This design comes from an exercise in tuning for small area and a short achievable clock period on the open sky130 flow, not from production work. RTL that was checked went through simulation tests only; none was proved equivalent to the original.

trial 89:
==> flow/design.v (excerpt) <==
module sqrt_16s (
    input         clk,
    input  [15:0] data_i,
    input         vld_i,
    output [15:0] data_o,
    output        vld_o
);
Size: about 1500 cells after synthesis, about 330 flip-flops, roughly 35 I/O pins.
Settings: LEC_CHECK=0, ABC_AREA=1, CAP_MARGIN=20, CORE_MARGIN=2, CORE_UTILIZATION=40, SETUP_SLACK_MARGIN=1.1, SLEW_MARGIN=20; clock period 3.0 ns.
run.sh (not shown) runs the stock make flow with config.mk's settings and CLKGATE_MAP_FILE= SYNTH_SCRIPT=/design/flow/synth_recipe.tcl, a recipe that flattens the netlist after the stock synthesis.
## Diff of input files: trial 95 against trial 89
# trial 89
export LEC_CHECK = 0
export ABC_AREA = 1
export CAP_MARGIN = 20
export CORE_MARGIN = 2
export CORE_UTILIZATION = 40
export SETUP_SLACK_MARGIN = 1.1
export SLEW_MARGIN = 20
create_clock -name core_clock -period 3.0 [get_ports {clk}]
# trial 95
export LEC_CHECK = 0
export ABC_AREA = 1
export CAP_MARGIN = 20
export CORE_MARGIN = 2
export CORE_UTILIZATION = 40
export CTS_BUF_LIST = sky130_fd_sc_hd__clkbuf_4 sky130_fd_sc_hd__clkbuf_8
export SLEW_MARGIN = 20
create_clock -name core_clock -period 3.0 [get_ports {clk}]
--- outcome ---
Trial 95: PASS, flow complete, no timing, DRC or antenna violations. Trial 95 ended with less fmax than trial 89. Trial 95 vs trial 89: layout cell share with drive strength beyond 1 up. The run showing the greater number of cells on the critical path is trial 89. For sequential share of layout area, trial 89 and trial 95 come out practically identical. Diff trial 89 -> trial 95: routed wire length shrank by 0.33%, synthesis-to-layout area growth shrank by 0.35 points. Number of post-CTS setup repair buffers delta for trial 95 relative to trial 89: 1 lower.
No run of this note included a check of the RTL's function; only the layout flow was run.

========
job 4175:
Another version of the RTL of sqrt_16s (not shown whole).
For scale: roughly 280 flip-flops, about 35 I/O pins, about 11,000 um^2 of cells after synthesis.
Settings: LEC_CHECK=0, ABC_AREA=1, CAP_MARGIN=20, CORE_MARGIN=2, CORE_UTILIZATION=40, SETUP_SLACK_MARGIN=1.2, SLEW_MARGIN=20; clock period 3.0 ns.
standard.sh (not shown) runs the stock make flow with config.mk's settings and CLKGATE_MAP_FILE= SYNTH_SCRIPT=/design/flow/synth_recipe.tcl, a recipe that flattens the netlist after the stock synthesis.
==> flow/flow/run.sh <==
#!/bin/bash
# The standard layout (standard.sh: ORFS from synthesis to the final layout) with:
#  - ADDER_MAP_FILE empty: Yosys does not extract full/half-adder cells, so ABC maps
#    all the logic itself (the registers are the same as in the standard synthesis);
#  - buf_2 cells as the input and output port buffers;
#  - a clock tree of clkbuf_8 cells without dummy loads.
# Everything ORFS prints goes to standard.log in this folder; each step's own log stays
# under orfs/logs/.
bash standard.sh \
  "ADDER_MAP_FILE=" "SETUP_MOVE_SEQUENCE=unbuffer,sizeup,swap" \
  "BUFFER_PORTS_ARGS=-buffer_cell sky130_fd_sc_hd__buf_2" \
  "CTS_ARGS=-sink_clustering_enable -repair_clock_nets -dont_use_dummy_load -buf_list sky130_fd_sc_hd__clkbuf_8 -sink_clustering_size 14 -sink_clustering_max_diameter 50" \
  finish > standard.log 2>&1
Input changes introduced in job 7047 (baseline for comparison: job 4175):
==> flow/flow/run.sh <==
#!/bin/bash
# The standard layout, with buf_2 port buffers and a clock tree without dummy loads.
bash standard.sh \
  "BUFFER_PORTS_ARGS=-buffer_cell sky130_fd_sc_hd__buf_2" \
  "CTS_ARGS=-sink_clustering_enable -repair_clock_nets -dont_use_dummy_load -buf_list sky130_fd_sc_hd__clkbuf_8 -sink_clustering_size 14 -sink_clustering_max_diameter 50" \
  finish > standard.log 2>&1
-- flow/config.mk --
<<< job 4175, line 11
export CORE_UTILIZATION = 40
export SETUP_SLACK_MARGIN = 1.2
>>> job 7047, line 11
export CORE_UTILIZATION = 75
export SETUP_SLACK_MARGIN = 1.1
Results
Worst path setup slack after routing is higher on job 4175. The final RePlAce weighted congestion number comes out higher for job 7047 vs job 4175. Going from job 4175 to job 7047, share of cell area taken by flip-flops and latches picked up an extra 0.33 points; total setup buffers inserted after CTS picked up an extra 1; final cell count lost 8.8%. Status: global route total overflow parity (job 7047, job 4175). Against job 4175, first-pass GRT wire length in job 7047 came out worse. Job 7047 did not stop at any stage, and its layout met the timing, DRC and antenna checks. The parity-gate share of the synthesized area counting xor and xnor cells reported for job 7047 is smaller than that of job 4175 by 1.1 points. Of job 7047 and job 4175, the run reporting the higher slew at the pin with the worst max-slew slack was job 7047.
Changes in job 9381 relative to job 7047:
-- flow/flow/run.sh --
<<< job 7047, line 2
# The standard layout, with buf_2 port buffers and a clock tree without dummy loads.
>>> job 9381, line 2
# The standard layout (standard.sh: ORFS from synthesis to the final layout) with:
#  - ADDER_MAP_FILE empty: Yosys does not extract full/half-adder cells, so ABC maps
#    all the logic itself (the registers are the same as in the standard synthesis);
#  - buf_2 cells as the input and output port buffers;
#  - a clock tree of clkbuf_8 cells without dummy loads.
# Everything ORFS prints goes to standard.log in this folder; each step's own log stays
# under orfs/logs/.
<<< job 7047, line 4
>>> job 9381, line 10
  "ADDER_MAP_FILE=" \
-- flow/config.mk --
<<< job 7047, line 11
export CORE_UTILIZATION = 75
export SETUP_SLACK_MARGIN = 1.1
>>> job 9381, line 11
export CORE_UTILIZATION = 40
export SETUP_SLACK_MARGIN = 1.25
### Flow results
Job 9381 completed; timing, DRC and antenna clean. Via density per instance in job 9381 is 0.69 lower than in job 7047. [job 9381 vs job 7047] share of the clock period used by the worst path after layout: lower in job 9381. Total number of multi-input combinational cells | job 9381 below job 7047. Between job 9381 and job 7047, share of layout cells above drive strength 1 is lower for job 7047, job 9381 comes in above that. Looking at proportion of cell area occupied by registers, job 9381 sits 1.8 points below job 7047. In job 9381 the routed wire length turned out about 5% lower than in job 7047. From job 7047 to job 9381 the numbers moved as follows: count of clock-buffer cells in the layout now larger, count of inserted tapcells now larger.
Modified inputs, job 2130 compared to job 9381
==> flow/flow/run.sh <==
#!/bin/bash
# The standard layout (the standard.sh: ORFS synthesis to final), with buf_2
# cells as the port buffers and a clock tree of clkbuf_8 without dummy loads.
bash standard.sh \
  "BUFFER_PORTS_ARGS=-buffer_cell sky130_fd_sc_hd__buf_2" \
  "CTS_ARGS=-sink_clustering_enable -repair_clock_nets -dont_use_dummy_load -buf_list sky130_fd_sc_hd__clkbuf_8 -sink_clustering_size 14 -sink_clustering_max_diameter 50" \
  finish > standard.log 2>&1
-- flow/config.mk --
<<< job 9381, line 12
export SETUP_SLACK_MARGIN = 1.25
>>> job 2130, line 12
export SETUP_SLACK_MARGIN = 1.05
[summary]
- No stage failed in job 2130, and the final checks on the layout all came back clean.
- Looking at number of cells upsized or downsized after cts across job 9381 and job 2130, the one that comes out lower is job 2130.
- Job 2130 against job 9381: wire length of the first global-routing pass increased 1.0%.
- Job 2130 vs job 9381 — number of global-route vias before repair dropped 102.
- Job 2130 against job 9381: number of cells produced by synthesis went up by 23; clock tree cell share of total cell area went up by 0.21 points; routed wire length went down by 4.7%.
- Of job 9381 and job 2130, the higher count of distinct cell types in the synthesized netlist belongs to job 9381.
- The fraction of the mapped netlist area in adder cells of job 2130 exceeds that of job 9381 by 1.2 points.
- On maximum frequency: job 2130 sits below job 9381.
Setup changes, job 2130 to job 6689
-- flow/config.mk --
<<< job 2130, line 12
export SETUP_SLACK_MARGIN = 1.05
>>> job 6689, line 12
export PLACE_DENSITY = 0.8
export SETUP_SLACK_MARGIN = 1.1
==> comparison <==
Job 6689 and job 2130 ended up with roughly the same fraction of area in registers. Going from job 2130 to job 6689, final routed wire length divided by cell count moved down; synthesis-to-layout area growth moved up.

========
## job 3004
sqrt_16s again, from the RTL that the note above started with.
clock: 3.0 ns
lec_check: 0
abc_area: 1
cap_margin: 20
core_margin: 2
core_utilization: 40
gpl_routability_driven: 0
setup_slack_margin: 1.1
slew_margin: 20
==> flow/flow/run.sh <==
#!/bin/bash
# The standard layout (the standard.sh: ORFS synthesis to final), with buf_2
# cells as the port buffers and a clock tree of clkbuf_8 without dummy loads.
bash standard.sh \
  "BUFFER_PORTS_ARGS=-buffer_cell sky130_fd_sc_hd__buf_2" \
  "CTS_ARGS=-sink_clustering_enable -repair_clock_nets -dont_use_dummy_load -buf_list sky130_fd_sc_hd__clkbuf_8 -sink_clustering_size 14 -sink_clustering_max_diameter 50" \
  finish > standard.log 2>&1
Job 3004 finished end to end and its layout was clean on timing, DRC and antenna.
diff inputs: job 3004 => job 4933
# job 3004
export LEC_CHECK = 0
export ABC_AREA = 1
export CAP_MARGIN = 20
export CORE_MARGIN = 2
export CORE_UTILIZATION = 40
export GPL_ROUTABILITY_DRIVEN = 0
export SETUP_SLACK_MARGIN = 1.1
export SLEW_MARGIN = 20
create_clock -name core_clock -period 3.0 [get_ports {clk}]
# job 4933
export LEC_CHECK = 0
export ABC_AREA = 1
export CAP_MARGIN = 20
export CORE_MARGIN = 2
export CORE_UTILIZATION = 60
export SETUP_SLACK_MARGIN = 1.1
export SLEW_MARGIN = 20
create_clock -name core_clock -period 3.0 [get_ports {clk}]
-- flow/flow/run.sh --
<<< job 3004, line 1
#!/bin/bash
# The standard layout (the standard.sh: ORFS synthesis to final), with buf_2
# cells as the port buffers and a clock tree of clkbuf_8 without dummy loads.
bash standard.sh \
>>> job 4933, line 1
#!/bin/bash
# The standard layout, with buf_2 port buffers and a clock tree without dummy loads.
bash standard.sh \
Notes after the runs:
- As far as number of top-level pins goes, job 4933 and job 3004 are indistinguishable; the numbers are identical.
- From job 3004 to job 4933 the numbers moved as follows: design area went down; combined buffer and inverter count along the critical path fell 2; share of the final layout cell area in sequential cells now sits higher.
For job 4705, these inputs were changed with respect to job 4933:
# job 4933
export LEC_CHECK = 0
export ABC_AREA = 1
export CAP_MARGIN = 20
export CORE_MARGIN = 2
export CORE_UTILIZATION = 60
export SETUP_SLACK_MARGIN = 1.1
export SLEW_MARGIN = 20
create_clock -name core_clock -period 3.0 [get_ports {clk}]
# job 4705
export LEC_CHECK = 0
export ABC_AREA = 1
export CAP_MARGIN = 20
export CORE_MARGIN = 2
export CORE_UTILIZATION = 40
export SETUP_SLACK_MARGIN = 1.15
export SLEW_MARGIN = 20
create_clock -name core_clock -period 3.0 [get_ports {clk}]
-- flow/flow/run.sh --
<<< job 4933, line 1
#!/bin/bash
# The standard layout, with buf_2 port buffers and a clock tree without dummy loads.
bash standard.sh \
>>> job 4705, line 1
#!/bin/bash
# The standard layout (the standard.sh: ORFS synthesis to final), with buf_2
# cells as the port buffers and a clock tree of clkbuf_8 without dummy loads.
bash standard.sh \
==> run summary <==
Comparing job 4705 and job 4933, the lower buffer share of cell area was measured on job 4933. Looking at job 4705 and job 4933, the clock input transition at the sequential cells of the worst setup and hold paths is a wash. Diff job 4933 -> job 4705 | time the worst path needs with I/O delays and setup | decrease of 0.043 ns.
What job 4713 does differently from job 4705 at the input level:
# job 4705
export LEC_CHECK = 0
export ABC_AREA = 1
export CAP_MARGIN = 20
export CORE_MARGIN = 2
export CORE_UTILIZATION = 40
export SETUP_SLACK_MARGIN = 1.15
export SLEW_MARGIN = 20
create_clock -name core_clock -period 3.0 [get_ports {clk}]
# job 4713
export LEC_CHECK = 0
export ABC_AREA = 1
export CAP_MARGIN = 20
export CORE_MARGIN = 2
export CORE_UTILIZATION = 40
export SETUP_SLACK_MARGIN = 1.1
export SLEW_MARGIN = 20
create_clock -name core_clock -period 3.0 [get_ports {clk}]
-- flow/flow/run.sh --
<<< job 4705, line 1
#!/bin/bash
# The standard layout (the standard.sh: ORFS synthesis to final), with buf_2
# cells as the port buffers and a clock tree of clkbuf_8 without dummy loads.
bash standard.sh \
>>> job 4713, line 1
#!/bin/bash
# The standard layout, with buf_2 port buffers and a clock tree without dummy loads.
bash standard.sh \
Notes after the runs:
Diff job 4705 -> job 4713: met2 demand-to-capacity share in global routing moved down, worst hold slack rose by 0.012 ns, number of storage elements in the synthesis netlist level.
Diff job 4705 -> job 4713: count of flip-flops and latches flat.
Looking at inverter count, job 4713 sits 1 below job 4705.
Input changes introduced in job 2265 (baseline for comparison: job 4713):
# job 4713
export LEC_CHECK = 0
export ABC_AREA = 1
export CAP_MARGIN = 20
export CORE_MARGIN = 2
export CORE_UTILIZATION = 40
export SETUP_SLACK_MARGIN = 1.1
export SLEW_MARGIN = 20
create_clock -name core_clock -period 3.0 [get_ports {clk}]
# job 2265
export LEC_CHECK = 0
export ABC_AREA = 1
export CAP_MARGIN = 20
export CORE_MARGIN = 2
export CORE_UTILIZATION = 40
export SETUP_SLACK_MARGIN = 1.3
export SLEW_MARGIN = 20
create_clock -name core_clock -period 3.0 [get_ports {clk}]
--- outcome ---
Changes observed in job 2265 relative to job 4713: global-route usage decreased 0.30 points, site row count held steady, first-pass GRT wire length -2.1%, clock period minus worst slack shows a reduction of 0.087 ns, critical path depth lower. Fmax delta for job 2265 relative to job 4713: about 5% higher. Job 2265 has routed metal-1 wirelength below what job 4713 had. From job 4713 to job 2265, number of violations of the max-capacitance limit did not move at all. The higher number of setup buffers added after CTS came out of job 2265. Looking at library cell contributing the largest single delay on the critical path, the sky130_fd_sc_hd__dfxtp_2 result is from job 2265; the sky130_fd_sc_hd__dfxtp_1 one comes from job 4713.

[re-timing with driven ports]
The flow's constraints put no driver on any port. The routed layouts listed below were extracted and timed again, unchanged, in two steps. Step 1 sets driving cells, clkbuf_16 on the clock port and buf_2 on the other inputs (assumed; they add their load-dependent delay and slew). Step 2 adds t to the input delays and takes it off the output delays; t is the mean of the earliest and latest rising clock arrival at the registers after step 1. Input paths then give back, and output paths get back, about the clock's delay inside the block. Slacks: ideal / step 1 / step 2; pairs: ideal / step 1.
| run | shift t [ns] | setup WS [ns] | worst setup path after step 2 | worst data-port slew with drivers (ns) | pins driven straight from the clock port |
|---|---|---|---|---|---|
| trial 89 | 0.561 | 1.229 / 1.229 / 1.229 | register to register | 0.03 | 1 |
| trial 95 | 0.617 | 0.983 / 0.937 / 1.119 | register to register | 0.03 | 1 |
| job 4175 | 0.571 | 1.306 / 1.306 / 0.990 | input to register | 0.03 | 1 |
| job 7047 | 0.565 | 1.091 / 1.091 / 0.711 | input to register | 0.04 | 1 |
| job 9381 | 0.591 | 1.290 / 1.290 / 0.934 | input to register | 0.03 | 1 |
| job 2130 | 0.587 | 1.212 / 1.212 / 0.657 | input to register | 0.03 | 1 |
| job 6689 | 0.568 | 1.216 / 1.216 / 0.686 | input to register | 0.03 | 1 |
| job 3004 | 0.590 | 1.241 / 1.241 / 0.681 | input to register | 0.03 | 1 |
| job 4933 | 0.583 | 1.213 / 1.213 / 0.719 | input to register | 0.04 | 1 |
| job 4705 | 0.583 | 1.256 / 1.256 / 0.690 | input to register | 0.03 | 1 |
| job 4713 | 0.590 | 1.241 / 1.241 / 0.681 | input to register | 0.03 | 1 |
| job 2265 | 0.576 | 1.328 / 1.328 / 0.802 | input to register | 0.04 | 1 |
After both steps setup and hold are still met in every run listed. The setup slack of job 4705, which loses most, moves by 0.000 ns with the drivers and by -0.566 ns with both steps.
